From an optimization exercise on the open Yosys and OpenROAD flow, aimed at small area; shortcuts taken in it are not production practice. RTL that was checked went through simulation tests only; none was proved equivalent to the original. Function not checked in runs 1 and 2: the RTL went through the layout flow alone. Power is estimated from default activity; no workload was simulated.

$ cat design/flow/design.v
module Sudoku_Solver
	#(parameter p_CLKs_PB = 16)  
	(input i_Clk,
	 input i_Rx_UART,
	 input i_Switch_1,
	 output logic o_Tx_UART);
	localparam [1:0] RX = 2'd0, SOLVE = 2'd1, TX = 2'd2;
	wire rst = i_Switch_1;
	logic [269:0] ring;
	wire [9:0] head = ring[269:260];
	logic [1:0] p_cb, p_ri, p_rb;        
	logic [1:0] t_ci, t_cb, t_ri, t_rb;  
	logic [8:0] mask;                    
	logic       s;                       
	logic [1:0] ph;
	logic       f;
	logic       busy;                    
	logic       pend;                    
	logic [3:0] timer, idx, data;
	function automatic [11:0] dpd_dec(input [9:0] c);
		logic p, q, r, s_, t, u, v, w, x, y;
		{p, q, r, s_, t, u, v, w, x, y} = c;
		if (!v)
			dpd_dec = {1'b0, p, q, r, 1'b0, s_, t, u, 1'b0, w, x, y};
		else case ({w, x})
			2'b00: dpd_dec = {1'b0, p, q, r, 1'b0, s_, t, u, 3'b100, y};
			2'b01: dpd_dec = {1'b0, p, q, r, 3'b100, u, 1'b0, s_, t, y};
			2'b10: dpd_dec = {3'b100, r, 1'b0, s_, t, u, 1'b0, p, q, y};
			default: case ({s_, t})
				2'b00: dpd_dec = {3'b100, r, 3'b100, u, 1'b0, p, q, y};
				2'b01: dpd_dec = {3'b100, r, 1'b0, p, q, u, 3'b100, y};
				2'b10: dpd_dec = {1'b0, p, q, r, 3'b100, u, 3'b100, y};
				default: dpd_dec = {3'b100, r, 3'b100, u, 3'b100, y};
			endcase
		endcase
	endfunction
	function automatic [9:0] dpd_enc(input [11:0] g);
		logic a, b, c, d, e, f_, g_, h, i, j, k, m;
		{a, b, c, d, e, f_, g_, h, i, j, k, m} = g;
		case ({a, e, i})
			3'b000: dpd_enc = {b, c, d, f_, g_, h, 1'b0, j, k, m};
			3'b001: dpd_enc = {b, c, d, f_, g_, h, 3'b100, m};
			3'b010: dpd_enc = {b, c, d, j, k, h, 3'b101, m};
			3'b011: dpd_enc = {b, c, d, 2'b10, h, 3'b111, m};
			3'b100: dpd_enc = {j, k, d, f_, g_, h, 3'b110, m};
			3'b101: dpd_enc = {f_, g_, d, 2'b01, h, 3'b111, m};
			3'b110: dpd_enc = {j, k, d, 2'b00, h, 3'b111, m};
			default: dpd_enc = {2'b00, d, 2'b11, h, 3'b111, m};
		endcase
	endfunction
	wire [11:0] dg = dpd_dec(head);
	wire [3:0] d0 = dg[11:8], d1 = dg[7:4], d2 = dg[3:0];
	wire z0 = d0 == 4'd0, z1 = d1 == 4'd0, z2 = d2 == 4'd0;
	wire tick = &timer;
	wire last = p_rb[1] & p_ri[1] & p_cb[1];
	wire e_rb = p_rb == t_rb;
	wire e_ri = p_ri == t_ri;
	wire e_cb = p_cb == t_cb;
	wire row  = e_rb & e_ri;
	wire at_t = row & e_cb;
	logic [3:0] dj;
	logic       zj;
	always_comb
		case (t_ci)
			2'd0:    begin dj = d0; zj = z0; end
			2'd1:    begin dj = d1; zj = z1; end
			2'd2:    begin dj = d2; zj = z2; end
			default: begin dj = 4'd1; zj = 1'b0; end
		endcase
	function automatic [8:0] onehot(input [3:0] d);
		for (int n = 0; n < 9; n++)
			onehot[n] = d == 4'(n + 1);
	endfunction
	wire all3 = !s | row | (e_rb & e_cb);
	wire [8:0] seen = all3 ? (onehot(d0) | onehot(d1) | onehot(d2))
			       : (e_cb ? onehot(dj) : 9'd0);
	wire [8:0] zm = ~mask;
	wire single = (zm & (zm - 9'd1)) == 9'd0;
	wire [3:0] digit = {zm[7] | zm[8],
			    zm[3] | zm[4] | zm[5] | zm[6],
			    zm[1] | zm[2] | zm[5] | zm[6],
			    zm[0] | zm[2] | zm[4] | zm[6] | zm[8]};
	wire any_z  = z0 | z1 | z2;
	wire any_nz = !(z0 & z1 & z2);
	wire special = ph == SOLVE ? any_z : any_nz;
	wire tx_go    = ph == TX & !busy & f & any_nz;
	wire rx_start = ph == RX & !busy & tick & !i_Rx_UART;
	wire rx_wr    = ph == RX & pend & at_t;
	wire s_next   = ph == SOLVE & (s ? !at_t : zj);
	logic       wr;
	logic [1:0] wsel;
	logic [3:0] wval;
	always_comb begin
		wsel = t_ci;
		case (ph)
			RX:      begin wr = rx_wr;                wval = data;  end
			SOLVE:   begin wr = s & at_t & single;    wval = digit; end
			default: begin wr = tx_go;                wval = 4'd0;
				       wsel = !z0 ? 2'd0 : !z1 ? 2'd1 : 2'd2; end
		endcase
	end
	wire [3:0] n0 = wr && wsel == 2'd0 ? wval : d0;
	wire [3:0] n1 = wr && wsel == 2'd1 ? wval : d1;
	wire [3:0] n2 = wr && wsel == 2'd2 ? wval : d2;
	always_ff @(posedge i_Clk)
		ring <= {ring[259:0], dpd_enc({n0, n1, n2})};
	always_ff @(posedge i_Clk) begin
		p_cb <= p_cb[1] ? 2'd0 : p_cb + 2'd1;
		if (p_cb[1]) begin
			p_ri <= p_ri[1] ? 2'd0 : p_ri + 2'd1;
			if (p_ri[1])
				p_rb <= p_rb[1] ? 2'd0 : p_rb + 2'd1;
		end
		f <= last | (f & !special);
		case (ph)
			RX: begin
				if (rx_wr) begin
					t_ci <= t_ci[1] ? 2'd0 : t_ci + 2'd1;
					if (t_ci[1]) begin
						t_cb <= t_cb[1] ? 2'd0 : t_cb + 2'd1;
						if (t_cb[1]) begin
							t_ri <= t_ri[1] ? 2'd0 : t_ri + 2'd1;
							if (t_ri[1])
								t_rb <= t_rb + 2'd1;
						end
					end
				end
				if (t_rb == 2'd3)
					ph <= SOLVE;
			end
			SOLVE: begin
				if (!s)
					{t_rb, t_ri, t_cb} <= {p_rb, p_ri, p_cb};
				if (last && !s_next)
					t_ci <= t_ci[1] ? 2'd0 : t_ci + 2'd1;
				if (last && f && !special && !busy)
					ph <= TX;
			end
			default: ;
		endcase
		s <= s_next;
		mask <= (s ? mask : 9'd0) | seen;
		timer <= timer + 4'd1;
		if (rx_start) begin
			busy <= 1'b1;
			idx <= 4'd1;
		end else if (tx_go) begin
			busy <= 1'b1;
			idx <= 4'd15;
		end else if (tick && busy) begin
			idx <= idx + 4'd1;
			if (idx == 4'd9)
				busy <= 1'b0;
		end
		if (tx_go)
			data <= !z0 ? d0 : !z1 ? d1 : d2;
		else if (tick && busy && idx >= 4'd1 && idx <= 4'd4)
			data <= {i_Rx_UART, data[3:1]};
		if (tick && busy && idx == 4'd4)
			pend <= 1'b1;
		else if (rx_wr)
			pend <= 1'b0;
		if (rst) begin
			{p_rb, p_ri, p_cb} <= 6'd0;
			{t_rb, t_ri, t_cb, t_ci} <= 8'd0;
			ph <= RX;
			busy <= 1'b0;
			pend <= 1'b0;
			timer <= 4'd0;
		end
	end
	always_comb
		if (!(ph == TX && busy) || idx == 4'd15)
			o_Tx_UART = 1'b1;
		else if (idx >= 4'd1 && idx <= 4'd4)
			o_Tx_UART = data[0];
		else
			o_Tx_UART = idx == 4'd5 || idx == 4'd6 || idx == 4'd9;
endmodule
$ cat design/flow/run.sh
#!/bin/bash
# synth_recipe.tcl (not shown) runs the flow's synth.tcl, then flattens the netlist and writes it again
# the make line also repeats each setting of config.mk as NAME=value (left out here)
make -C /OpenROAD-flow-scripts/flow DESIGN_CONFIG=/design/flow/config.mk WORK_HOME=/design/flow/orfs CLKGATE_MAP_FILE= SYNTH_SCRIPT=/design/flow/synth_recipe.tcl finish
$ cat design/flow/config.mk
export PLATFORM = sky130hd
export DESIGN_NAME = Sudoku_Solver
export DESIGN_NICKNAME = Sudoku_Solver
export VERILOG_FILES = /design/flow/design.v
export SDC_FILE = /design/flow/constraint.sdc
export NUM_CORES = 4
export LEC_CHECK = 0
export CAP_MARGIN = 40
export CORE_MARGIN = 2
export CORE_UTILIZATION = 30
export CTS_BUF_LIST = sky130_fd_sc_hd__clkbuf_8
export CTS_CLUSTER_DIAMETER = 60
export CTS_CLUSTER_SIZE = 20
export PLACE_DENSITY = 0.5
export SLEW_MARGIN = 20
$ cat design/flow/constraint.sdc
create_clock -name core_clock -period 10.0 [get_ports {i_Clk}]
set_input_delay 2.0000 -clock core_clock [delete_from_list [all_inputs] [get_ports {i_Clk}]]
set_output_delay 2.0000 -clock core_clock [all_outputs]
set_load 0.01 [all_outputs]
==> summary.txt, run 1 <==
Multi-input logic area -> 0.002208 mm2
Crit path depth -> 6
IO Pins -> 4
Worst skew pair latency -> 0.56 ns
Max Clock Skew -> 0.04279 ns
RSZ-0062 raised after global routing -> no
Syn Inst Count -> 682
Max Cap Violations -> 0
Fin util -> 33.08%
Yosys top cell by area -> dfxtp_1
Row count -> 62
Ys flop type -> dfxtp_1
Drt wl/cell -> 12.65 um
Total gr overflow -> 0
Hold Path Stages -> 0
First-pass GRT wire length -> 23000 um
Combinational Power Share -> 0.7%
Inserted Clock Buffers -> 21
Sequential share of the synthesized area -> 72.38%
Synth Register Bits -> 311
Synthesized area per cell -> 12.69 um2
Power density over the cells -> 195.3 mW/mm2
Die H -> 173.9 um
Largest net degree at the start of global routing -> 22
Max-slew headroom -> 48.62%
Total number of vias -> 4670
Ys async rst share -> 0%
Yosys cell types -> 82
Critical path required time -> 8.00 ns
Syn Std Cell Area -> 0.008657 mm2
Cells along the critical path -> inv_1, ha_1, a221oi_1, mux2i_1, nand4_1, clkdlybuf4s50_1
Dpl ws -> 6.054 ns
Cts repair resizes -> 0
IO Port Bufs -> 3
Least-Margin Pin Slew -> 0.7707 ns
Total of fill cells in the finished design -> 2894
Crit. End Element -> output pin
Clk sinks -> 311
ANT nets after route -> 0
Clock power share -> 31.6%
CP delay by family, top -> buffers and inverters
Clk buf depth -> 3
Setup Total Neg Slack -> 0 ns
Tot GR Track Use -> 9.237%
Share of layout cells above drive strength 1 -> 9.626%
Core ar. -> 0.02855 mm2
Post-DP HPWL -> 8657 um
Initial Utilization -> 30.33%
Setup CP Type -> flop to output pin
Final Routed Wirelength -> 13670 um
Final setup margin -> 5.439 ns
Crit path max fanout -> 5
Final Hold Fails -> 0
Synthesis Warnings -> 1
Max Freq -> 219.3 MHz
Peak supply drop -> 0.08141 mV
Internal power -> 1464 uW
Hold Path Class -> flop to flop
Slowest cell delay on critical path -> 0.51 ns
P_leak -> 0.003496 uW
Final-report max-slew violation count -> 0
Period utilization -> 45.61%
DR pass1 iterations -> 6
Dominant cells by area after synthesis -> dfxtp_1 71%, nand2_1 1.9%, nor2_1 1.8%
Reg2Reg Depth -> 8
CTS tree -> yes
DR DRC count -> 0
Seq. cell area -> 0.006266 mm2
Net load switching power -> 380.6 uW
Antenna diodes -> 0
Status -> timing/DRC/antenna clean
Switching Share -> 20.64%
CP max stage cell -> clkdlybuf4s50_1
CTS Root Cell -> clkbuf_8
Initial antenna violation count -> 0
Number of flops mapped to enable cells by yosys -> 4
Drt initial violations -> 330
Synth top area share -> 70.99%
Fin nets -> 698
Die width -> 173.9 um
Syn_nets -> 692
Area grow syn2layout -> 9.076%
Sequential Power Share -> 67.7%
CTS HTree Levels -> 1
Critical Path AT -> 2.56 ns
Final setup vio count -> 0
Cts-stage hold buffer count -> 0
GP Congestion -> 0.8036
Setup Buffers After CTS -> 0
Vias in the first global route -> 4490
Worst Hold Slack -> 0.3180 ns
Worst-path clk slew -> 0.12 ns
Die ar. -> 0.03023 mm2
Worst path bufs/invs -> 2
Fin crit period -> 4.561 ns
Routed vias/inst -> 4.324
CP Launch Type -> flop
## cell usage after synthesis (3+ instances only)
cell	number
nand2_1	43
dfxtp_1	307
a211oi_1	6
o22ai_1	5
nand2b_1	8
o22a_1	3
nand4_1	5
mux2i_1	11
clkbuf_1	13
edfxtp_1	4
a31oi_4	3
nand3b_1	4
a21o_1	3
xor2_1	6
nor3_1	15
and2_1	4
xor2_2	3
ha_1	7
o21ai_0	19
a221oi_1	5
a31oi_1	10
nor2b_1	12
buf_2	4
nand3_1	20
or2_2	3
o221ai_1	5
a32oi_1	3
mux2_2	6
inv_1	12
nor2_1	41
a21oi_1	30
## per-layer routing
layer / track usage, % / up-vias / share of wire, %
li1: - / 2343 / -
met1: 13.64 / 2189 / 51
met2: 13.23 / 113 / 42
met3: 1.864 / 25 / 4.3
met4: 3.466 / 0 / 3.0
met5: 0 / - / 0
## cells in the final DEF (no fill, tap or decap), types with 4 or more instances in the layout
cell type and instances:
o21ai_0 19, nand2b_1 8, nor2b_1 12, nor3_1 15, a211oi_1 6, nand4_1 5
a21oi_1 30, mux2_2 6, clkbuf_8 22, o221ai_1 5, nor2_1 41, o22ai_1 5
ha_1 7, a221oi_1 5, mux2i_1 11, and2_1 4, nand3b_1 4, nand2_1 43
xor2_1 6, a31oi_1 10, inv_1 14, edfxtp_1 4, nand3_1 20, dfxtp_1 307
## final timing paths
check	startpoint	endpoint	slack, ns
setup reg to reg	ring[261]	ring[9]	6.81
hold / removal	ring[208]	ring[218]	0.32
setup / recovery	idx[0]	o_Tx_UART	5.44
hold reg to reg	ring[208]	ring[218]	0.32
## cell families after synthesis
group | Yosys count | synth area share (%)
fa+ha+maj | 9 | 1.243
mux | 19 | 2.385
flops | 311 | 72.38
compound gates | 117 | 9.799
simple gates | 180 | 10.81
buf+inv | 36 | 2.110
xor+xnor | 10 | 1.272
## registers in the layout (all words and copies together) (netlist names), 4 cells and up
signal	cells
mask	9
data	4
ring	270
idx	4
timer	4
## final cells by class
class,count,share of cell area [%]
clock buffers,22,3.207
clock inverters,9,0.8083
well taps,384,5.088
multi-input cells,335,23.39
repair buffers,7,0.6758
flip-flops and latches,311,66.36
inverters,12,0.4770
## power by group through the flow
stage                     combinational, uW  sequential [uW]  clock [uW]
final                                  12.9             1250         583
after global routing                   14.9             1250         659
after CTS                              12.7             1250         616
after detailed placement               12.6             1280           0
after global placement                 12.6             1280           0
after floorplan                        10.5             1280           0
## worst reg2reg max path: cells and delay by family (launching register included)
family | cells | cell delay [ns]
AO/OA/AOI/OAI | 5 | 1.43
multiplexers | 1 | 0.54
AND/OR/NAND/NOR | 2 | 0.55
flip-flops | 1 | 0.59
## stage by stage
step                instance area [um2]  power (uW)  cells
floorplan                          8657        1286    682
global placement                   9045        1290   1047
detailed placement                 9045        1290   1047
CTS                                9424        1878   1078
global route                       9443        1924   1080
finish                             9443        1844   1080
==> inputs of run 2 (changes only) <==
--- a/design/flow/config.mk
+++ b/design/flow/config.mk
@@ -5,6 +5,7 @@
 export SDC_FILE = /design/flow/constraint.sdc
 export NUM_CORES = 4
 export LEC_CHECK = 0
+export ABC_AREA = 1
 export CAP_MARGIN = 40
 export CORE_MARGIN = 2
 export CORE_UTILIZATION = 30
==> run 2 against run 1 <==
Effect of this change:
- still clean on timing, DRC and antenna
- flip-flop and latch count stayed put
- synthesized cell count is 17% higher
- global-route usage is 0.20 points higher
- worst setup slack better by 0.24 ns
- routed wire length is 2.1% higher
- sequential share of layout area is 2.3 points lower
- sequential power hardly changed
- non-clock buffer count is 4 lower
- clock-buffer cell count is 7 higher
- register-to-register slack better by 0.64 ns
- critical path type unchanged
==> summary.txt, run 2 <==
Internal power -> 1551 uW (was 1464 uW)
Dominant cells by area after synthesis -> dfxtp_1 71%, nand2_1 5.7%, inv_1 3.6% (was dfxtp_1 71%, nand2_1 1.9%, nor2_1 1.8%)
Post-DP HPWL -> 9255 um (was 8657 um)
Initial Utilization -> 30.38% (was 30.33%)
Net load switching power -> 460.0 uW (was 380.6 uW)
Fin nets -> 836 (was 698)
Peak supply drop -> 0.1187 mV (was 0.08141 mV)
Synth top area share -> 70.67% (was 70.99%)
Yosys cell types -> 42 (was 82)
Crit path max fanout -> 4 (was 5)
Launch point of the worst hold path -> ring[236] (was ring[208])
Inserted Clock Buffers -> 26 (was 21)
Vias in the first global route -> 4861 (was 4490)
Hold Path Class -> flop to flop (unchanged)
Crit. End Element -> output pin (unchanged)
Final Routed Wirelength -> 13960 um (was 13670 um)
Critical path required time -> 8.00 ns (about the same)
DR pass1 iterations -> 5 (was 6)
Worst-path clk slew -> 0.10 ns (was 0.12 ns)
Die H -> 174.3 um (was 173.9 um)
Syn Inst Count -> 798 (was 682)
CTS HTree Levels -> 1 (unchanged)
Row count -> 62 (unchanged)
Combinational Power Share -> 0.6% (was 0.7%)
Yosys top cell by area -> dfxtp_1 (unchanged)
CTS tree -> yes (unchanged)
Routed vias/inst -> 4.121 (was 4.324)
Total of fill cells in the finished design -> 2896 (was 2894)
Final-report max-slew violation count -> 0 (unchanged)
Fin crit period -> 4.321 ns (was 4.561 ns)
DR DRC count -> 0 (unchanged)
Hold Path Stages -> 0 (unchanged)
Clk sinks -> 311 (unchanged)
Initial antenna violation count -> 0 (unchanged)
Commonest non-fill, non-tap cell in the layout -> dfxtp_1 (unchanged)
Power density over the cells -> 205.8 mW/mm2 (was 195.3 mW/mm2)
Area post-placement -> 0.009196 mm2 (was 0.009045 mm2)
Max reg flops -> 270 (unchanged)
Max Cap Violations -> 0 (unchanged)
Area grow syn2layout -> 12.39% (was 9.076%)
Share of layout cells above drive strength 1 -> 10.23% (was 9.626%)
Die ar. -> 0.03037 mm2 (was 0.03023 mm2)
Register-to-register setup slack -> 7.45 ns (was 6.81 ns)
Cells along the critical path -> inv_1, ha_1, o21a_1, nand2_1, o221ai_1, nand3_1, clkdlybuf4s50_1 (was inv_1, ha_1, a221oi_1, mux2i_1, nand4_1, clkdlybuf4s50_1)
Final Hold Fails -> 0 (unchanged)
FF-to-FF End -> ring[5] (was ring[9])
Synthesis Warnings -> 1 (unchanged)
Worst path bufs/invs -> 2 (unchanged)
Critical Path AT -> 2.32 ns (was 2.56 ns)
Number of flops mapped to enable cells by yosys -> 4 (unchanged)
Syn Std Cell Area -> 0.008697 mm2 (was 0.008657 mm2)
Antenna diodes -> 0 (unchanged)
Clk buf depth -> 3 (unchanged)
Ys flop type -> dfxtp_1 (unchanged)
Period utilization -> 43.21% (was 45.61%)
Multi-input logic area -> 0.002081 mm2 (was 0.002208 mm2)
Sequential Power Share -> 62.1% (was 67.7%)
Setup CP Type -> flop to output pin (unchanged)
Die width -> 174.3 um (was 173.9 um)
ANT nets after route -> 0 (unchanged)
Least-Margin Pin Slew -> 0.7972 ns (was 0.7707 ns)
CP Launch Type -> flop (unchanged)
Worst hold endpoint -> ring[246] (was ring[218])
Cts repair resizes -> 0 (unchanged)
Status -> timing/DRC/antenna clean (unchanged)
Final Cell Area -> 0.009774 mm2 (was 0.009443 mm2)
Reg2reg start -> ph[1] (was ring[261])
Most frequent cell after synthesis -> dfxtp_1 (unchanged)
Slowest cell delay on critical path -> 0.53 ns (was 0.51 ns)
Most common library cells after synthesis -> 307 x dfxtp_1, 132 x nand2_1, 83 x inv_1, 56 x nor2_1, 45 x nand3_1 (was 307 x dfxtp_1, 43 x nand2_1, 41 x nor2_1, 30 x a21oi_1, 20 x nand3_1)
Top reg by flops -> ring (unchanged)
Reg2Reg Depth -> 13 (was 8)
CP max stage cell -> clkdlybuf4s50_1 (unchanged)
P_leak -> 0.004097 uW (was 0.003496 uW)
IO Port Bufs -> 3 (unchanged)
Tot GR Track Use -> 9.433% (was 9.237%)
Drt initial violations -> 303 (was 330)
Worst skew pair latency -> 0.57 ns (was 0.56 ns)
Seq. cell area -> 0.006266 mm2 (unchanged)
First-pass GRT wire length -> 23810 um (was 23000 um)
Drt wl/cell -> 11.39 um (was 12.65 um)
Largest net degree at the start of global routing -> 21 (was 22)
Clock power share -> 37.3% (was 31.6%)
Max Clock Skew -> 0.02571 ns (was 0.04279 ns)
Syn_nets -> 808 (was 692)
Total gr overflow -> 0 (unchanged)
Total power -> 2011 uW (was 1844 uW)
Synthesized area per cell -> 10.90 um2 (was 12.69 um2)
IO Pins -> 4 (unchanged)
Final setup vio count -> 0 (unchanged)
Synth Register Bits -> 311 (unchanged)
Cts-stage hold buffer count -> 0 (unchanged)
Most frequent cells in the layout -> 307 x dfxtp_1, 132 x nand2_1, 85 x inv_1 (was 307 x dfxtp_1, 43 x nand2_1, 41 x nor2_1)
Top flop regs -> ring (270), mask (9) (unchanged)
Switching Share -> 22.87% (was 20.64%)
Max-slew headroom -> 46.36% (was 48.62%)
GP Congestion -> 0.8657 (was 0.8036)
Max Freq -> 231.4 MHz (was 219.3 MHz)
RSZ-0062 raised after global routing -> no (unchanged)
Ys async rst share -> 0% (unchanged)
Setup Buffers After CTS -> 0 (unchanged)
Core ar. -> 0.02863 mm2 (was 0.02855 mm2)
Setup Total Neg Slack -> 0 ns (unchanged)
CTS Root Cell -> clkbuf_8 (unchanged)
Fin util -> 34.15% (was 33.08%)
Total number of vias -> 5048 (was 4670)
Sequential share of the synthesized area -> 72.05% (was 72.38%)
CP delay by family, top -> buffers and inverters (unchanged)
==> run 2: changes by cell type after synthesis, sizes merged, moves of 9 or more <==
cell / change
a31oi: -10
nor2b: -12
clkbuf: -12
o21ai: +25
nand2: +109
inv: +77
mux2i: -12
nor2: +22
nor3: -9
nand3: +29
==> run 2: kinds of logic (layout without fill, tap and decap cells) <==
logic type               Yosys count  count (layout)  synth area share [%]
AO/OA/AOI/OAI                    102             102                 6.791
XOR/XNOR                           3               3                0.3022
adder cells (fa/ha/maj)            7               7                 1.007
buffers and inverters             93             136                 4.028
flip-flops                       311             311                 72.05
multiplexers                       1               1                0.1295
AND/OR/NAND/NOR                  281             281                 15.70
==> run 2: metal layers <==
metal  wire [um]  vias to the layer above  share of wire [%]  global-route usage (%)
met5           0                        -                  0                       0
met3         651                       22                4.7                   2.122
met4         342                        0                2.5                   3.291
li1            -                     2611                  -                       -
met1        7185                     2338                 51                   13.32
met2        5776                       77                 41                   14.17
==> run 2: layout make-up <==
cell class / instances / share of cell area (%)
Clock buffer: 29 / 4.083
Inverter: 90 / 3.469
Tap cell: 384 / 4.916
Timing Repair Buffer: 3 / 0.3072
Multi-Input combinational cell: 394 / 21.29
Sequential cell: 311 / 64.11
Clock inverter: 14 / 1.831
==> run 2: per-stage QoR <==
stage                     std cells  worst slack (ns)  hold slack, ns
final                          1225             5.679          0.3157
after global routing           1225             5.500          0.3049
after global placement         1182             6.307          0.3097
after floorplan                 798             6.885          0.3096
after CTS                      1225             5.622          0.3190
after detailed placement       1182             6.264          0.3121
==> run 2: power by group through the flow <==
| stage | clock network, uW | logic [uW] | registers (uW) |
|---|---|---|---|
| floorplan | 0 | 9.14 | 1280 |
| global route | 837 | 14.5 | 1250 |
| CTS | 784 | 12.2 | 1250 |
| detailed placement | 0 | 12.1 | 1280 |
| global placement | 0 | 11.8 | 1280 |
| finish | 751 | 12.1 | 1250 |
==> run 2: worst max-delay path by stage <==
stage | depth (start not counted) | startpoint | end | slack, ns
after floorplan | 6 | idx[0] | o_Tx_UART | 6.89
after global placement | 7 | idx[0] | o_Tx_UART | 6.31
after detailed placement | 7 | idx[0] | o_Tx_UART | 6.26
after CTS | 7 | idx[0] | o_Tx_UART | 5.62
after global routing | 7 | idx[1] | o_Tx_UART | 5.50
final | 7 | idx[0] | o_Tx_UART | 5.68
==> inputs of run 3 (changes only) <==
--- a/design/flow/design.v
+++ b/design/flow/design.v
@@ -58,22 +58,29 @@
 	wire e_cb = p_cb == t_cb;
 	wire row  = e_rb & e_ri;
 	wire at_t = row & e_cb;
-	logic [3:0] dj;
-	logic       zj;
+	logic [1:0] r;
+	wire [1:0] rsel = ph == TX ? (!z0 ? 2'd0 : !z1 ? 2'd1 : 2'd2) : r;
+	logic [3:0] dr;
+	always_comb
+		case (rsel)
+			2'd0:    dr = d0;
+			2'd1:    dr = d1;
+			default: dr = d2;
+		endcase
+	logic zj;
 	always_comb
 		case (t_ci)
-			2'd0:    begin dj = d0; zj = z0; end
-			2'd1:    begin dj = d1; zj = z1; end
-			2'd2:    begin dj = d2; zj = z2; end
-			default: begin dj = 4'd1; zj = 1'b0; end
+			2'd0:    zj = z0;
+			2'd1:    zj = z1;
+			2'd2:    zj = z2;
+			default: zj = 1'b0;
 		endcase
 	function automatic [8:0] onehot(input [3:0] d);
 		for (int n = 0; n < 9; n++)
 			onehot[n] = d == 4'(n + 1);
 	endfunction
-	wire all3 = !s | row | (e_rb & e_cb);
-	wire [8:0] seen = all3 ? (onehot(d0) | onehot(d1) | onehot(d2))
-			       : (e_cb ? onehot(dj) : 9'd0);
+	wire peer = !s | row | (e_rb & e_cb) | (e_cb & r == t_ci);
+	wire [8:0] seen = peer ? onehot(dr) : 9'd0;
 	wire [8:0] zm = ~mask;
 	wire single = (zm & (zm - 9'd1)) == 9'd0;
 	wire [3:0] digit = {zm[7] | zm[8],
@@ -86,7 +93,8 @@
 	wire tx_go    = ph == TX & !busy & f & any_nz;
 	wire rx_start = ph == RX & !busy & tick & !i_Rx_UART;
 	wire rx_wr    = ph == RX & pend & at_t;
-	wire s_next   = ph == SOLVE & (s ? !at_t : zj);
+	wire done_t   = at_t & r[1];
+	wire s_next   = ph == SOLVE & (s ? !done_t : zj);
 	logic       wr;
 	logic [1:0] wsel;
 	logic [3:0] wval;
@@ -94,7 +102,7 @@
 		wsel = t_ci;
 		case (ph)
 			RX:      begin wr = rx_wr;                wval = data;  end
-			SOLVE:   begin wr = s & at_t & single;    wval = digit; end
+			SOLVE:   begin wr = s & done_t & single;  wval = digit; end
 			default: begin wr = tx_go;                wval = 4'd0;
 				       wsel = !z0 ? 2'd0 : !z1 ? 2'd1 : 2'd2; end
 		endcase
@@ -139,6 +147,12 @@
 			default: ;
 		endcase
 		s <= s_next;
+		if (!s_next)
+			r <= 2'd2;
+		else if (!s)
+			r <= 2'd0;
+		else if (at_t)
+			r <= r + 2'd1;
 		mask <= (s ? mask : 9'd0) | seen;
 		timer <= timer + 4'd1;
 		if (rx_start) begin
@@ -153,7 +167,7 @@
 				busy <= 1'b0;
 		end
 		if (tx_go)
-			data <= !z0 ? d0 : !z1 ? d1 : d2;
+			data <= dr;
 		else if (tick && busy && idx >= 4'd1 && idx <= 4'd4)
 			data <= {i_Rx_UART, data[3:1]};
 		if (tick && busy && idx == 4'd4)
--- a/design/flow/config.mk
+++ b/design/flow/config.mk
@@ -5,7 +5,6 @@
 export SDC_FILE = /design/flow/constraint.sdc
 export NUM_CORES = 4
 export LEC_CHECK = 0
-export ABC_AREA = 1
 export CAP_MARGIN = 40
 export CORE_MARGIN = 2
 export CORE_UTILIZATION = 30
==> run 3 against run 2 <==
Effect of this change:
- still clean on timing, DRC and antenna
- sequential power is essentially flat
- global-route usage decreased by 0.44 points
- die area is 0.53% lower
- core utilization shrank 0.90 points
- cell count down 13%
- critical path type unchanged
- largest cell class unchanged
- largest power group unchanged
- highest routed layer unchanged
==> summary.txt, run 3 <==
Dpl ws -> 6.046 ns (was 6.264 ns)
Worst skew pair latency -> 0.53 ns (was 0.57 ns)
CP Launch Type -> flop (unchanged)
Share of layout cells above drive strength 1 -> 8.555% (was 10.23%)
CTS Root Cell -> clkbuf_8 (unchanged)
Tot GR Track Use -> 8.990% (was 9.433%)
Syn Std Cell Area -> 0.008650 mm2 (was 0.008697 mm2)
Die H -> 173.8 um (was 174.3 um)
DR DRC count -> 0 (unchanged)
Antenna diodes -> 0 (unchanged)
Inserted Clock Buffers -> 21 (was 26)
CTS tree -> yes (unchanged)
Final Cell Area -> 0.009492 mm2 (was 0.009774 mm2)
Max reg flops -> 270 (unchanged)
Die width -> 173.8 um (was 174.3 um)
Vias in the first global route -> 4439 (was 4861)
Die ar. -> 0.03021 mm2 (was 0.03037 mm2)
Final Hold Fails -> 0 (unchanged)
Fin crit period -> 4.532 ns (was 4.321 ns)
Ys async rst share -> 0% (unchanged)
First-pass GRT wire length -> 22560 um (was 23810 um)
Sequential Power Share -> 66.7% (was 62.1%)
Power density over the cells -> 198.2 mW/mm2 (was 205.8 mW/mm2)
Most frequent cells in the layout -> 309 x dfxtp_1, 44 x nor2_1, 37 x nand2_1 (was 307 x dfxtp_1, 132 x nand2_1, 85 x inv_1)
Most frequent cell after synthesis -> dfxtp_1 (unchanged)
Worst-path clk slew -> 0.11 ns (was 0.10 ns)
Routed vias/inst -> 4.327 (was 4.121)
Cells along the critical path -> inv_1, ha_1, inv_1, a221oi_1, mux2i_1, nand4_1, clkdlybuf4s50_1 (was inv_1, ha_1, o21a_1, nand2_1, o221ai_1, nand3_1, clkdlybuf4s50_1)
Initial antenna violation count -> 0 (unchanged)
Yosys cell types -> 76 (was 42)
RSZ-0062 raised after global routing -> no (unchanged)
Switching Share -> 20.10% (was 22.87%)
Post-DP HPWL -> 8650 um (was 9255 um)
Row count -> 62 (unchanged)
Max Clock Skew -> 0.02088 ns (was 0.02571 ns)
Most common library cells after synthesis -> 309 x dfxtp_1, 44 x nor2_1, 37 x nand2_1, 15 x inv_1, 15 x o21ai_0 (was 307 x dfxtp_1, 132 x nand2_1, 83 x inv_1, 56 x nor2_1, 45 x nand3_1)
Status -> timing/DRC/antenna clean (unchanged)
Core ar. -> 0.02855 mm2 (was 0.02863 mm2)
Max-slew headroom -> 51.01% (was 46.36%)
IO Pins -> 4 (unchanged)
Syn_nets -> 672 (was 808)
GP Congestion -> 0.8296 (was 0.8657)
Fin util -> 33.25% (was 34.15%)
Cts-stage hold buffer count -> 0 (unchanged)
Syn Inst Count -> 662 (was 798)
Largest net degree at the start of global routing -> 23 (was 21)
Reg2reg start -> ring[262] (was ph[1])
Least-Margin Pin Slew -> 0.7333 ns (was 0.7972 ns)
Clock power share -> 32.5% (was 37.3%)
Internal power -> 1503 uW (was 1551 uW)
Setup Buffers After CTS -> 0 (unchanged)
Clk buf depth -> 3 (unchanged)
Final setup margin -> 5.468 ns (was 5.679 ns)
CP max stage cell -> clkdlybuf4s50_1 (unchanged)
Net load switching power -> 378.1 uW (was 460.0 uW)
Launch point of the worst hold path -> ring[98] (was ring[236])
Period utilization -> 45.32% (was 43.21%)
CTS HTree Levels -> 1 (unchanged)
ANT nets after route -> 0 (unchanged)
Worst Setup SP -> idx[0] (unchanged)
Top flop regs -> ring (270), mask (9) (unchanged)
Commonest non-fill, non-tap cell in the layout -> dfxtp_1 (unchanged)
Synth top area share -> 71.52% (was 70.67%)
CP dominant cell by count -> inv_1
Final Routed Wirelength -> 13320 um (was 13960 um)
Crit. End Element -> output pin (unchanged)
Total gr overflow -> 0 (unchanged)
Ys flop type -> dfxtp_1 (unchanged)
Drt initial violations -> 331 (was 303)
Top reg by flops -> ring (unchanged)
Max Freq -> 220.6 MHz (was 231.4 MHz)
P_leak -> 0.003616 uW (was 0.004097 uW)
Combinational Power Share -> 0.8% (was 0.6%)
Crit path max fanout -> 5 (was 4)
Critical path required time -> 8.00 ns (about the same)
Number of flops mapped to enable cells by yosys -> 4 (unchanged)
Area grow syn2layout -> 9.735% (was 12.39%)
Cts repair resizes -> 0 (unchanged)
Setup CP Type -> flop to output pin (unchanged)
Max Cap Violations -> 0 (unchanged)
Slowest cell delay on critical path -> 0.51 ns (was 0.53 ns)
Total number of vias -> 4595 (was 5048)
Initial Utilization -> 30.30% (was 30.38%)
Area post-placement -> 0.009081 mm2 (was 0.009196 mm2)
Synthesis Warnings -> 1 (unchanged)
Drt wl/cell -> 12.55 um (was 11.39 um)
IO Port Bufs -> 3 (unchanged)
Synth Register Bits -> 313 (was 311)
Fin nets -> 683 (was 836)
Setup Total Neg Slack -> 0 ns (unchanged)
Synthesized area per cell -> 13.07 um2 (was 10.90 um2)
Hold Path Class -> flop to flop (unchanged)
Final-report max-slew violation count -> 0 (unchanged)
Clk sinks -> 313 (was 311)
DR pass1 iterations -> 4 (was 5)
Peak supply drop -> 0.1073 mV (was 0.1187 mV)
Sequential share of the synthesized area -> 72.91% (was 72.05%)
Dominant cells by area after synthesis -> dfxtp_1 72%, nor2_1 1.9%, nand2_1 1.6% (was dfxtp_1 71%, nand2_1 5.7%, inv_1 3.6%)
Critical Path AT -> 2.53 ns (was 2.32 ns)
Yosys top cell by area -> dfxtp_1 (unchanged)
Final setup vio count -> 0 (unchanged)
-- run 3: changes by cell type after synthesis, moves of 8 or more --
cell / change
nand2_4: -9
clkbuf_1: +8
nand3_1: -33
inv_1: -68
xor2_1: +9
o21ai_0: -28
nor2_1: -12
mux2i_1: +11
a21oi_1: -11
nand2_2: -11
nand2_1: -95
-- run 3: cell type report --
cell class	instances	area (um2)
clock inverters	5	78.83
clock buffers	23	316.6
repair buffers	5	52.55
inverters	15	56.30
well taps	384	480.5
fillers	2898	19060
flip-flops and latches	313	6306
multi-input cells	317	2201
-- run 3: power groups by stage --
stage / Combinational, uW / Clock (uW) / Sequential, uW
final: 14.9 / 612 / 1250
after global routing: 17.2 / 691 / 1260
after floorplan: 11.7 / 0 / 1280
after detailed placement: 14.3 / 0 / 1280
after global placement: 14.4 / 0 / 1280
after CTS: 14.3 / 645 / 1250
-- run 3: path summary, 6_finish.rpt --
| path | to | slack (ns) | cells past startpoint |
|---|---|---|---|
| min | ring[108] | 0.33 | 0 |
| max | o_Tx_UART | 5.47 | 7 |
| max reg2reg | ring[5] | 6.73 | 8 |
| min reg2reg | ring[108] | 0.33 | 0 |
-- run 3: worst max-delay path: cells and delay by family, from the launching register on --
family,cells,cell delay (ns)
buf+inv,3,0.68
compound gates,1,0.41
flops,1,0.36
mux,1,0.23
fa+ha+maj,1,0.19
simple gates,1,0.12
-- run 3: layer usage --
layer | GRT usage, % | vias to the layer above | part of all wire, %
li1 | - | 2320 | -
met1 | 12.95 | 2193 | 53
met2 | 13.48 | 60 | 41
met3 | 1.842 | 22 | 3.8
met4 | 2.871 | 0 | 2.6
met5 | 0 | - | 0
-- run 3: logic make-up (layout without fill, tap and decap cells) --
kind of cell	count (synthesis)	after routing	synth area share (%)
muxes	18	18	2.228
DFF	313	313	72.91
and+or+nand+nor	162	162	9.822
buffers and inverters	32	48	1.649
xor gates and xnor gates	13	13	1.316
AOI/OAI and AO/OA	116	116	10.95
adders and majority gates	8	8	1.128
-- run 3: per-stage QoR --
step	instances	power, uW	hold slack (ns)
after global routing	1062	1964	0.3364
after CTS	1061	1914	0.3285
after detailed placement	1033	1298	0.3121
after floorplan	662	1293	0.3096
after global placement	1033	1297	0.3097
final	1062	1881	0.3306
==> inputs of run 4 (changes only) <==
--- a/design/flow/config.mk
+++ b/design/flow/config.mk
@@ -5,6 +5,7 @@
 export SDC_FILE = /design/flow/constraint.sdc
 export NUM_CORES = 4
 export LEC_CHECK = 0
+export ABC_AREA = 1
 export CAP_MARGIN = 40
 export CORE_MARGIN = 2
 export CORE_UTILIZATION = 30
==> run 4 against run 3 <==
Effect of this change:
- sequential share of layout area is 1.1 points higher
- hold slack lost 0.0041 ns
- clock-buffer cell count down 1
- critical path type unchanged
==> summary.txt, run 4 <==
Simple-gate area share of the yosys netlist -> 13.93% (was 9.822%)
Setup Total Neg Slack -> 0 ns (unchanged)
P_leak -> 0.003788 uW (was 0.003616 uW)
Total number of vias -> 4596 (was 4595)
Fin nets -> 774 (was 683)
Final setup vio count -> 0 (unchanged)
Synthesis Warnings -> 1 (unchanged)
Post-synthesis xor/xnor area fraction -> 0.6198% (was 1.316%)
DR DRC count -> 0 (unchanged)
CTS Root Cell -> clkbuf_8 (unchanged)
Clk sinks -> 313 (unchanged)
Syn Inst Count -> 742 (was 662)
Tot GR Track Use -> 8.765% (was 8.990%)
Worst skew pair latency -> 0.55 ns (was 0.53 ns)
Setup CP Type -> flop to output pin (unchanged)
First-pass GRT wire length -> 20950 um (was 22560 um)
Period utilization -> 42.82% (was 45.32%)
Crit path max fanout -> 4 (was 5)
Peak supply drop -> 0.1252 mV (was 0.1073 mV)
Power density over the cells -> 200.2 mW/mm2 (was 198.2 mW/mm2)
DR pass1 iterations -> 4 (unchanged)
Core ar. -> 0.02778 mm2 (was 0.02855 mm2)
Yosys cell types -> 41 (was 76)
Worst path bufs/invs -> 2 (was 3)
Mux share of post-synthesis cell area -> 0% (was 2.228%)
Synth top area share -> 72.96% (was 71.52%)
Post-Synth Adder-Cell Area -> 1.033% (was 1.128%)
Drt wl/cell -> 10.78 um (was 12.55 um)
Synthesized area per cell -> 11.43 um2 (was 13.07 um2)
Least-Margin Pin Slew -> 0.7569 ns (was 0.7333 ns)
Syn Std Cell Area -> 0.008478 mm2 (was 0.008650 mm2)
RSZ-0062 raised after global routing -> no (unchanged)
IO Pins -> 4 (unchanged)
Crit. End Element -> output pin (unchanged)
Number of flops mapped to enable cells by yosys -> 4 (unchanged)
Vias in the first global route -> 4295 (was 4439)
Cells along the critical path -> inv_1, ha_1, o21a_1, nand2_1, o221ai_1, nand3_1, clkdlybuf4s50_1 (was inv_1, ha_1, inv_1, a221oi_1, mux2i_1, nand4_1, clkdlybuf4s50_1)
Final Hold Fails -> 0 (unchanged)
Max reg flops -> 270 (unchanged)
Ys async rst share -> 0% (unchanged)
CTS tree -> yes (unchanged)
Total of fill cells in the finished design -> 2817 (was 2898)
Row count -> 61 (was 62)
Slowest cell delay on critical path -> 0.53 ns (was 0.51 ns)
Fin crit period -> 4.282 ns (was 4.532 ns)
Final-report max-slew violation count -> 0 (unchanged)
Sequential share of the synthesized area -> 74.38% (was 72.91%)
Critical Path AT -> 2.28 ns (was 2.53 ns)
Top reg by flops -> ring (unchanged)
Cts-stage hold buffer count -> 0 (unchanged)
Share of layout cells above drive strength 1 -> 10.39% (was 8.555%)
Largest family of logic cells by synthesized area -> simple AND/OR/NAND/NOR gates (was compound AO/OA/AOI/OAI gates)
Total power -> 1869 uW (was 1881 uW)
Syn_nets -> 752 (was 672)
Clk buf depth -> 3 (unchanged)
Antenna diodes -> 0 (unchanged)
Max Freq -> 233.5 MHz (was 220.6 MHz)
CP delay by family, top -> buffers and inverters (unchanged)
Area grow syn2layout -> 10.11% (was 9.735%)
Compound-gate portion of the synthesized area -> 6.671% (was 10.95%)
Ys flop type -> dfxtp_1 (unchanged)
Most frequent cells in the layout -> 309 x dfxtp_1, 123 x nand2_1, 64 x inv_1 (was 309 x dfxtp_1, 44 x nor2_1, 37 x nand2_1)
Dominant cells by area after synthesis -> dfxtp_1 73%, nand2_1 5.4%, inv_1 2.8% (was dfxtp_1 72%, nor2_1 1.9%, nand2_1 1.6%)
IO Port Bufs -> 3 (unchanged)
Most frequent cell after synthesis -> dfxtp_1 (unchanged)
Commonest non-fill, non-tap cell in the layout -> dfxtp_1 (unchanged)
Most common library cells after synthesis -> 309 x dfxtp_1, 123 x nand2_1, 64 x inv_1, 43 x nor2_1, 43 x o21ai_0 (was 309 x dfxtp_1, 44 x nor2_1, 37 x nand2_1, 15 x inv_1, 15 x o21ai_0)
GP Congestion -> 0.8114 (was 0.8296)
Die width -> 172.1 um (was 173.8 um)
Inserted Clock Buffers -> 21 (unchanged)
Largest net degree at the start of global routing -> 21 (was 23)
Worst-path clk slew -> 0.11 ns (about the same)
Yosys top cell by area -> dfxtp_1 (unchanged)
Hold Path Class -> flop to flop (unchanged)
Top flop regs -> ring (270), mask (9) (unchanged)
CTS HTree Levels -> 1 (unchanged)
Max-slew headroom -> 49.07% (was 51.01%)
Synth Register Bits -> 313 (unchanged)
Critical path required time -> 8.00 ns (about the same)
Die H -> 172.1 um (was 173.8 um)
CP max stage cell -> clkdlybuf4s50_1 (unchanged)
ANT nets after route -> 0 (unchanged)
Max Cap Violations -> 0 (unchanged)
Cts repair resizes -> 0 (unchanged)
Die ar. -> 0.02962 mm2 (was 0.03021 mm2)
Setup Buffers After CTS -> 0 (unchanged)
Drt initial violations -> 211 (was 331)
Max Clock Skew -> 0.02169 ns (was 0.02088 ns)
Total gr overflow -> 0 (unchanged)
Initial Utilization -> 30.52% (was 30.30%)
CP Launch Type -> flop (unchanged)
Fin util -> 33.60% (was 33.25%)
Post-DP HPWL -> 8247 um (was 8650 um)
Status -> timing/DRC/antenna clean (unchanged)
Routed vias/inst -> 4.003 (was 4.327)
Initial antenna violation count -> 0 (unchanged)
Final Routed Wirelength -> 12370 um (was 13320 um)
run 4: cell count changes in the layout (fill, tap and decap cells not counted), moves of 8 or more:
cell | before | now
nand3_1 | 12 | 28
nand2_2 | 0 | 11
o21ai_0 | 15 | 43
a21oi_1 | 14 | 23
mux2i_1 | 11 | 0
nand2_1 | 37 | 123
nand3_2 | 0 | 8
inv_1 | 16 | 64
run 4: layer usage:
layer | vias up | wire length, um | GRT usage (%)
met4 | 0 | 347 | 3.106
met1 | 2105 | 6631 | 12.76
li1 | 2406 | - | -
met5 | - | 0 | 0
met3 | 26 | 561 | 2.152
met2 | 59 | 4831 | 12.57
run 4: stage by stage:
stage	cells	area [um2]	setup slack [ns]	hold WS, ns
3_3_place_gp	1119	8966	6.325	0.3099
5_1_grt	1148	9335	5.557	0.3290
3_5_place_dp	1119	8966	6.294	0.3121
4_1_cts	1148	9335	5.671	0.3306
6_report	1148	9335	5.718	0.3265
2_1_floorplan	742	8478	6.885	0.3096
run 4: layout make-up:
cell class	instances	area, um2	area share, %
multi-input combinational	354	1887	20.21
inverter	71	270.3	2.895
clock inverter	7	66.31	0.7104
clock buffer	22	302.8	3.244
timing repair buffer	3	30.03	0.3217
tap	378	473.0	5.066
sequential	313	6306	67.55
run 4: power breakdown:
group / internal [uW] / switching, uW / total (uW)
combinational: 5.01 / 8.24 / 13.2
clock: 213 / 372 / 585
sequential: 1270 / 5.46 / 1270
total: 1480 / 386 / 1870
run 4: worst paths after layout:
check                 from        end  slack [ns]  cells past startpoint
setup reg to reg     ph[0]    ring[9]        7.57                     14
hold reg to reg   ring[54]   ring[64]        0.33                      0
setup / recovery    idx[0]  o_Tx_UART        5.72                      7
hold / removal    ring[54]   ring[64]        0.33                      0
run 4: kinds of logic after synthesis:
| logic type | Yosys count |
|---|---|
| flip-flops | 313 |
| AND/OR/NAND/NOR | 245 |
| AO/OA/AOI/OAI | 96 |
| buffers and inverters | 75 |
| adder cells (fa/ha/maj) | 7 |
| XOR/XNOR | 6 |
==> inputs of run 5 (changes only) <==
==> design/flow/flow/run.sh (new file) <==
#!/bin/bash
set -euo pipefail
CTS="-sink_clustering_enable -repair_clock_nets -sink_clustering_size 20 -sink_clustering_max_diameter 60 -buf_list sky130_fd_sc_hd__clkbuf_8 -dont_use_dummy_load"
bash standard.sh "CTS_ARGS=$CTS" finish > standard.log 2>&1
==> design/flow/standard.sh (new file) <==
#!/bin/bash
# synth_recipe.tcl (not shown) runs the flow's synth.tcl, then flattens the netlist and writes it again
# the make line also repeats each setting of config.mk as NAME=value (left out here)
make -C /OpenROAD-flow-scripts/flow DESIGN_CONFIG=/design/flow/config.mk WORK_HOME=/design/flow/orfs CLKGATE_MAP_FILE= SYNTH_SCRIPT=/design/flow/synth_recipe.tcl "${@:-finish}"
removed: design/flow/run.sh
==> run 5 against run 4 <==
Effect of this change:
- synthesized cell count is the same
- critical path type unchanged
- hold slack lost 0.035 ns
- sequential share of layout area grew 0.58 points
- sequential power is essentially flat
- routed wire length shrank 0.33%
- die area is the same
- non-clock buffer count is the same
==> summary.txt, run 5 <==
Reg2reg start -> ph[0] (unchanged)
Critical path required time -> 8.00 ns (about the same)
Peak supply drop -> 0.1253 mV (was 0.1252 mV)
Vias in the first global route -> 4281 (was 4295)
DR pass1 iterations -> 4 (unchanged)
Most frequent cells in the layout -> 309 x dfxtp_1, 123 x nand2_1, 64 x inv_1 (unchanged)
Max Cap Violations -> 0 (unchanged)
Area grow syn2layout -> 9.165% (was 10.11%)
Row count -> 61 (unchanged)
Final Routed Wirelength -> 12330 um (was 12370 um)
Die ar. -> 0.02962 mm2 (unchanged)
Max reg flops -> 270 (unchanged)
Max Clock Skew -> 0.05440 ns (was 0.02169 ns)
ANT nets after route -> 0 (unchanged)
CP max stage cell -> clkdlybuf4s50_1 (unchanged)
Power density over the cells -> 195.9 mW/mm2 (was 200.2 mW/mm2)
Total number of vias -> 4582 (was 4596)
Most frequent cell after synthesis -> dfxtp_1 (unchanged)
Max Freq -> 234.6 MHz (was 233.5 MHz)
Fin util -> 33.31% (was 33.60%)
CTS tree -> yes (unchanged)
Worst path bufs/invs -> 2 (unchanged)
Reg2Reg Depth -> 14 (unchanged)
Yosys cell types -> 41 (unchanged)
Hold Path Stages -> 0 (unchanged)
Top reg by flops -> ring (unchanged)
Final setup vio count -> 0 (unchanged)
Inserted Clock Buffers -> 21 (unchanged)
CP Launch Type -> flop (unchanged)
Core ar. -> 0.02778 mm2 (unchanged)
Syn Inst Count -> 742 (unchanged)
CTS Root Cell -> clkbuf_8 (unchanged)
Setup Buffers After CTS -> 0 (unchanged)
Worst hold endpoint -> ring[64] (unchanged)
Sequential Power Share -> 70.1% (was 68.0%)
GP Congestion -> 0.8114 (unchanged)
Cts repair resizes -> 0 (unchanged)
Synth top area share -> 72.96% (unchanged)
Setup Total Neg Slack -> 0 ns (unchanged)
IO Pins -> 4 (unchanged)
Post-DP HPWL -> 8247 um (unchanged)
Worst skew pair latency -> 0.54 ns (was 0.55 ns)
Crit. End Element -> output pin (unchanged)
Routed vias/inst -> 4.019 (was 4.003)
Largest net degree at the start of global routing -> 21 (unchanged)
Combinational Power Share -> 0.7% (about the same)
Fin crit period -> 4.262 ns (was 4.282 ns)
Internal power -> 1460 uW (was 1483 uW)
Status -> timing/DRC/antenna clean (unchanged)
Launch point of the worst hold path -> ring[54] (unchanged)
Clock power share -> 29.2% (was 31.3%)
Slowest cell delay on critical path -> 0.53 ns (about the same)
Synthesis Warnings -> 1 (unchanged)
P_leak -> 0.003751 uW (was 0.003788 uW)
FF-to-FF End -> ring[9] (unchanged)
Worst-path clk slew -> 0.10 ns (was 0.11 ns)
Synth Register Bits -> 313 (unchanged)
CP delay by family, top -> buffers and inverters (unchanged)
CTS HTree Levels -> 1 (unchanged)
Drt initial violations -> 229 (was 211)
Net load switching power -> 353.5 uW (was 386.0 uW)
IO Port Bufs -> 3 (unchanged)
Worst Hold Slack -> 0.2918 ns (was 0.3265 ns)
Inst Count DP -> 1119 (unchanged)
Fin nets -> 774 (unchanged)
Tot GR Track Use -> 8.741% (was 8.765%)
Ys async rst share -> 0% (unchanged)
Register-to-register setup slack -> 7.61 ns (was 7.57 ns)
DR DRC count -> 0 (unchanged)
Die width -> 172.1 um (unchanged)
Hold Path Class -> flop to flop (unchanged)
Fin cells -> 1140 (was 1148)
RSZ-0062 raised after global routing -> no (unchanged)
Most common library cells after synthesis -> 309 x dfxtp_1, 123 x nand2_1, 64 x inv_1, 43 x nor2_1, 43 x o21ai_0 (unchanged)
Number of flops mapped to enable cells by yosys -> 4 (unchanged)
First-pass GRT wire length -> 20840 um (was 20950 um)
Setup CP Type -> flop to output pin (unchanged)
Switching Share -> 19.49% (was 20.65%)
Total gr overflow -> 0 (unchanged)
Initial antenna violation count -> 0 (unchanged)
Clk sinks -> 313 (unchanged)
Yosys top cell by area -> dfxtp_1 (unchanged)
Clk buf depth -> 3 (unchanged)
Ys flop type -> dfxtp_1 (unchanged)
Crit path max fanout -> 4 (unchanged)
Antenna diodes -> 0 (unchanged)
Max-slew headroom -> 49.06% (was 49.07%)
Drt wl/cell -> 10.82 um (was 10.78 um)
Syn Std Cell Area -> 0.008478 mm2 (unchanged)
Sequential share of the synthesized area -> 74.38% (unchanged)
Die H -> 172.1 um (unchanged)
Top flop regs -> ring (270), mask (9) (unchanged)
Final Hold Fails -> 0 (unchanged)
Final-report max-slew violation count -> 0 (unchanged)
Commonest non-fill, non-tap cell in the layout -> dfxtp_1 (unchanged)
Synthesized area per cell -> 11.43 um2 (unchanged)
Share of layout cells above drive strength 1 -> 9.449% (was 10.39%)
Cts-stage hold buffer count -> 0 (unchanged)
Critical Path AT -> 2.26 ns (was 2.28 ns)
Least-Margin Pin Slew -> 0.7571 ns (was 0.7569 ns)
Cells along the critical path -> inv_1, ha_1, o21a_1, nand2_1, o221ai_1, nand3_1, clkdlybuf4s50_1 (unchanged)
Initial Utilization -> 30.52% (unchanged)
Syn_nets -> 752 (unchanged)
Period utilization -> 42.62% (was 42.82%)
Dominant cells by area after synthesis -> dfxtp_1 73%, nand2_1 5.4%, inv_1 2.8% (unchanged)
run 5: cell counts after synthesis:
No cell type changed its count.
run 5: how the worst max path moves through the flow:
stage          startpoint  cells after the start  slack, ns   endpoint
2_1_floorplan      idx[0]                      6       6.89  o_Tx_UART
3_3_place_gp       idx[0]                      7       6.32  o_Tx_UART
3_5_place_dp       idx[0]                      7       6.29  o_Tx_UART
4_1_cts            idx[0]                      7       5.69  o_Tx_UART
5_1_grt            idx[1]                      8       5.58  o_Tx_UART
6_report           idx[0]                      7       5.74  o_Tx_UART
run 5: worst reg2reg max path, cell delays in order (launching register included):
cell,delay (ns)
dfxtp_1,0.44
inv_2,0.05
nor2_2,0.26
o211ai_1,0.15
nor2_1,0.10
nand2_1,0.05
nor2_1,0.18
nand2_1,0.14
nand3_4,0.14
nand3_2,0.16
o21ai_0,0.33
nand2_1,0.12
nand2_1,0.07
nand2_1,0.06
nand2_1,0.08
run 5: power by group through the flow:
stage	Clock [uW]	Sequential [uW]	Combinational, uW
2_1_floorplan	0	1300	10.3
3_3_place_gp	0	1300	13.1
3_5_place_dp	0	1300	13.3
4_1_cts	562	1270	13.4
5_1_grt	606	1270	15.7
6_report	529	1270	13.2
run 5: through the flow:
step           setup slack, ns  power, uW  instance area [um2]
2_1_floorplan            6.885       1308                 8478
3_3_place_gp             6.325       1313                 8966
3_5_place_dp             6.294       1313                 8966
4_1_cts                  5.691       1847                 9255
5_1_grt                  5.578       1895                 9255
6_report                 5.738       1813                 9255
run 5: area by class of cell:
class                           count  area (um2)
Clock buffer                       21       289.0
Multi-Input combinational cell    354        1887
Inverter                           71       270.3
Sequential cell                   313        6306
Tap cell                          378       473.0
Fill cell                        2819       18530
Timing Repair Buffer                3       30.03
run 5: cells by family (layout without fill, tap and decap cells):
| kind of cell | after synthesis | after routing | share of synthesized area, % |
|---|---|---|---|
| flip-flops | 313 | 313 | 74.38 |
| AND/OR/NAND/NOR | 245 | 245 | 13.93 |
| AO/OA/AOI/OAI | 96 | 96 | 6.671 |
| buffers and inverters | 75 | 95 | 3.365 |
| adder cells (fa/ha/maj) | 7 | 7 | 1.033 |
| XOR/XNOR | 6 | 6 | 0.6198 |
run 5: routing by layer:
metal	part of all wire [%]	global-route usage, %	vias to the layer above
met5	0	0	-
met4	3.5	3.434	0
met3	5.1	1.946	24
met2	39	12.57	67
met1	52	12.68	2091
li1	-	-	2400
==> inputs of run 6 (changes only) <==
==> design/flow/flow/run.sh (replaced) <==
#!/bin/bash
set -euo pipefail
CTS="$(cat flow/cts_args.txt)"
bash standard.sh "CTS_ARGS=$CTS" finish > standard.log 2>&1
==> design/flow/flow/cts_args.txt (new file) <==
-sink_clustering_enable -repair_clock_nets -dont_use_dummy_load -sink_clustering_size 30 -sink_clustering_max_diameter 60 -buf_list sky130_fd_sc_hd__clkbuf_16
--- a/design/flow/config.mk
+++ b/design/flow/config.mk
@@ -9,8 +9,5 @@
 export CAP_MARGIN = 40
 export CORE_MARGIN = 2
 export CORE_UTILIZATION = 30
-export CTS_BUF_LIST = sky130_fd_sc_hd__clkbuf_8
-export CTS_CLUSTER_DIAMETER = 60
-export CTS_CLUSTER_SIZE = 20
 export PLACE_DENSITY = 0.5
 export SLEW_MARGIN = 20
==> run 6 against run 5 <==
Effect of this change:
- die area unchanged
- total power increased by 8.1%
- synthesized cell count unchanged
- global-route usage decreased by 0.054 points
- clock-buffer cell count decreased by 3
- first-iteration DRC count increased by 3.5%
- via count increased by 0.20%
- fmax increased by 1.4%
- critical path depth unchanged
- flip-flop and latch count unchanged
- largest cell class unchanged
==> summary.txt, run 6 <==
Status -> timing/DRC/antenna clean (unchanged)
Top flop regs -> ring (270), mask (9) (unchanged)
CTS tree -> yes (unchanged)
Final Hold Fails -> 0 (unchanged)
Routed vias/inst -> 4.038 (was 4.019)
Syn Inst Count -> 742 (unchanged)
Syn_nets -> 752 (unchanged)
Final Routed Wirelength -> 12290 um (was 12330 um)
P_leak -> 0.003821 uW (was 0.003751 uW)
Worst-path clk slew -> 0.10 ns (about the same)
FF-to-FF End -> mask[8] (was ring[9])
IO Port Bufs -> 3 (unchanged)
Fin util -> 33.89% (was 33.31%)
CP endpoint -> o_Tx_UART (unchanged)
Top reg by flops -> ring (unchanged)
Die width -> 172.1 um (unchanged)
Post-DP HPWL -> 8247 um (unchanged)
Final Cell Area -> 0.009417 mm2 (was 0.009255 mm2)
Drt initial violations -> 237 (was 229)
Max Freq -> 238.0 MHz (was 234.6 MHz)
Period utilization -> 42.02% (was 42.62%)
Worst Setup SP -> idx[0] (unchanged)
Critical path required time -> 8.00 ns (about the same)
Commonest non-fill, non-tap cell in the layout -> dfxtp_1 (unchanged)
Fin crit period -> 4.202 ns (was 4.262 ns)
Hold Path Class -> flop to flop (unchanged)
Max reg flops -> 270 (unchanged)
Most frequent cell after synthesis -> dfxtp_1 (unchanged)
Initial antenna violation count -> 0 (unchanged)
Clk sinks -> 313 (unchanged)
Critical Path AT -> 2.20 ns (was 2.26 ns)
Core ar. -> 0.02778 mm2 (unchanged)
Dominant cells by area after synthesis -> dfxtp_1 73%, nand2_1 5.4%, inv_1 2.8% (unchanged)
CTS HTree Levels -> 1 (unchanged)
Tot GR Track Use -> 8.687% (was 8.741%)
Max Clock Skew -> 0.05648 ns (was 0.05440 ns)
Total power -> 1960 uW (was 1813 uW)
Register-to-register setup slack -> 7.62 ns (was 7.61 ns)
Total of fill cells in the finished design -> 2791 (was 2819)
Antenna diodes -> 0 (unchanged)
Fin nets -> 771 (was 774)
Synth top area share -> 72.96% (unchanged)
Synth Register Bits -> 313 (unchanged)
Max Cap Violations -> 0 (unchanged)
Slowest cell delay on critical path -> 0.53 ns (about the same)
CTS Root Cell -> clkbuf_16 (was clkbuf_8)
Sequential share of the synthesized area -> 74.38% (unchanged)
Syn Std Cell Area -> 0.008478 mm2 (unchanged)
Dpl ws -> 6.294 ns (unchanged)
Share of layout cells above drive strength 1 -> 9.091% (was 9.449%)
Ys flop type -> dfxtp_1 (unchanged)
Largest net degree at the start of global routing -> 31 (was 21)
Yosys top cell by area -> dfxtp_1 (unchanged)
Power density over the cells -> 208.2 mW/mm2 (was 195.9 mW/mm2)
Synthesis Warnings -> 1 (unchanged)
Seq. cell area -> 0.006306 mm2 (unchanged)
Max-slew headroom -> 49.05% (was 49.06%)
Worst skew pair latency -> 0.51 ns (was 0.54 ns)
Crit path max fanout -> 4 (unchanged)
Final-report max-slew violation count -> 0 (unchanged)
Area post-placement -> 0.008966 mm2 (unchanged)
Setup CP Type -> flop to output pin (unchanged)
Crit. End Element -> output pin (unchanged)
CP max stage cell -> clkdlybuf4s50_1 (unchanged)
Number of flops mapped to enable cells by yosys -> 4 (unchanged)
Most frequent cells in the layout -> 309 x dfxtp_1, 123 x nand2_1, 64 x inv_1 (unchanged)
Die H -> 172.1 um (unchanged)
RSZ-0062 raised after global routing -> no (unchanged)
IO Pins -> 4 (unchanged)
Synthesized area per cell -> 11.43 um2 (unchanged)
Area grow syn2layout -> 11.07% (was 9.165%)
Ys async rst share -> 0% (unchanged)
Most common library cells after synthesis -> 309 x dfxtp_1, 123 x nand2_1, 64 x inv_1, 43 x nor2_1, 43 x o21ai_0 (unchanged)
Peak supply drop -> 0.1015 mV (was 0.1253 mV)
Final setup margin -> 5.798 ns (was 5.738 ns)
Initial Utilization -> 30.52% (unchanged)
First-pass GRT wire length -> 20760 um (was 20840 um)
Cts-stage hold buffer count -> 0 (unchanged)
DR pass1 iterations -> 4 (unchanged)
Row count -> 61 (unchanged)
Die ar. -> 0.02962 mm2 (unchanged)
ANT nets after route -> 0 (unchanged)
Reg2reg start -> ring[265] (was ph[0])
Setup Total Neg Slack -> 0 ns (unchanged)
Cells along the critical path -> inv_1, ha_1, o21a_1, nand2_1, o221ai_1, nand3_1, clkdlybuf4s50_1 (unchanged)
Least-Margin Pin Slew -> 0.7573 ns (was 0.7571 ns)
Final setup vio count -> 0 (unchanged)
DR DRC count -> 0 (unchanged)
Total number of vias -> 4591 (was 4582)
Cts repair resizes -> 0 (unchanged)
Vias in the first global route -> 4242 (was 4281)
Clk buf depth -> 3 (unchanged)
Setup Buffers After CTS -> 0 (unchanged)
Yosys cell types -> 41 (unchanged)
Multi-input logic area -> 0.001887 mm2 (unchanged)
Drt wl/cell -> 10.81 um (was 10.82 um)
GP Congestion -> 0.8114 (unchanged)
Total gr overflow -> 0 (unchanged)
Reg2Reg Depth -> 17 (was 14)
CP Launch Type -> flop (unchanged)
Inserted Clock Buffers -> 18 (was 21)
[run 6: worst min path at each step]
stage,to,slack (ns),cells after the start,from
CTS,ring[178],0.29,0,ring[168]
global placement,ring[219],0.31,0,ring[209]
finish,ring[178],0.29,0,ring[168]
floorplan,ring[100],0.31,0,ring[90]
global route,ring[178],0.30,0,ring[168]
detailed placement,ring[232],0.31,0,ring[222]
[run 6: where the power goes]
group	internal [uW]	switching (uW)
Combinational	5.01	8.17
Clock	321	355
Sequential	1270	5.47
Total	1590	368
[run 6: routing by layer]
layer,share of wire [%],GRT usage [%]
met2,39,12.38
met3,3.7,1.854
met4,2.9,3.069
met5,0,0
met1,54,12.89
[run 6: cells by family (layout without fill, tap and decap cells)]
kind of cell             after synthesis  after routing  share of synthesized area, %
XOR/XNOR                               6              6                        0.6198
AO/OA/AOI/OAI                         96             96                         6.671
buffers and inverters                 75             92                         3.365
adder cells (fa/ha/maj)                7              7                         1.033
flip-flops                           313            313                         74.38
AND/OR/NAND/NOR                      245            245                         13.93
[run 6: area by class of cell]
cell class	instances	share of cell area, %
inverter	71	2.870
tap	378	5.023
sequential	313	66.97
multi-input combinational	354	20.04
timing repair buffer	3	0.3189
clock buffer	18	4.783
[run 6: critical path, delay by kind of cell (launching register included)]
kind	cells	cell delay (ns)
buffers and inverters	2	0.64
DFF	1	0.39
and+or+nand+nor	2	0.17
adders and majority gates	1	0.22
AOI/OAI and AO/OA	2	0.30
[run 6: stage by stage]
step,hold WS [ns],std cells
after floorplan,0.3096,742
after global placement,0.3099,1119
after detailed placement,0.3121,1119
after CTS,0.2937,1137
after global routing,0.2952,1137
final,0.2899,1137

[what the ideal ports hide]
The results above use ideal ports. As a check the final layouts listed here were re-extracted and re-timed, cells and wires unchanged.
Step 1 sets driving cells, clkbuf_16 on the clock port and buf_2 on the other inputs (assumed; they add their load-dependent delay and slew).
Step 2, shift: input delay + t, output delay - t, t = (earliest + latest rising clock arrival at the registers) / 2. This alone moves slack from input paths to output paths.
Three values: ideal, step 1, step 2; two values: the first two.
| run | t, ns | setup WS [ns] | worst register clock-pin slew, ns |
|---|---|---|---|
| run 1 | 0.575 | 5.439 / 5.398 / 5.973 | 0.12 / 0.12 |
| run 2 | 0.597 | 5.679 / 5.636 / 6.233 | 0.11 / 0.11 |
| run 3 | 0.562 | 5.468 / 5.429 / 5.992 | 0.11 / 0.11 |
| run 4 | 0.576 | 5.718 / 5.677 / 6.253 | 0.11 / 0.11 |
| run 5 | 0.558 | 5.738 / 5.697 / 6.255 | 0.11 / 0.11 |
| run 6 | 0.525 | 5.798 / 5.755 / 6.280 | 0.10 / 0.10 |
After both steps setup and hold are still met in every run listed.
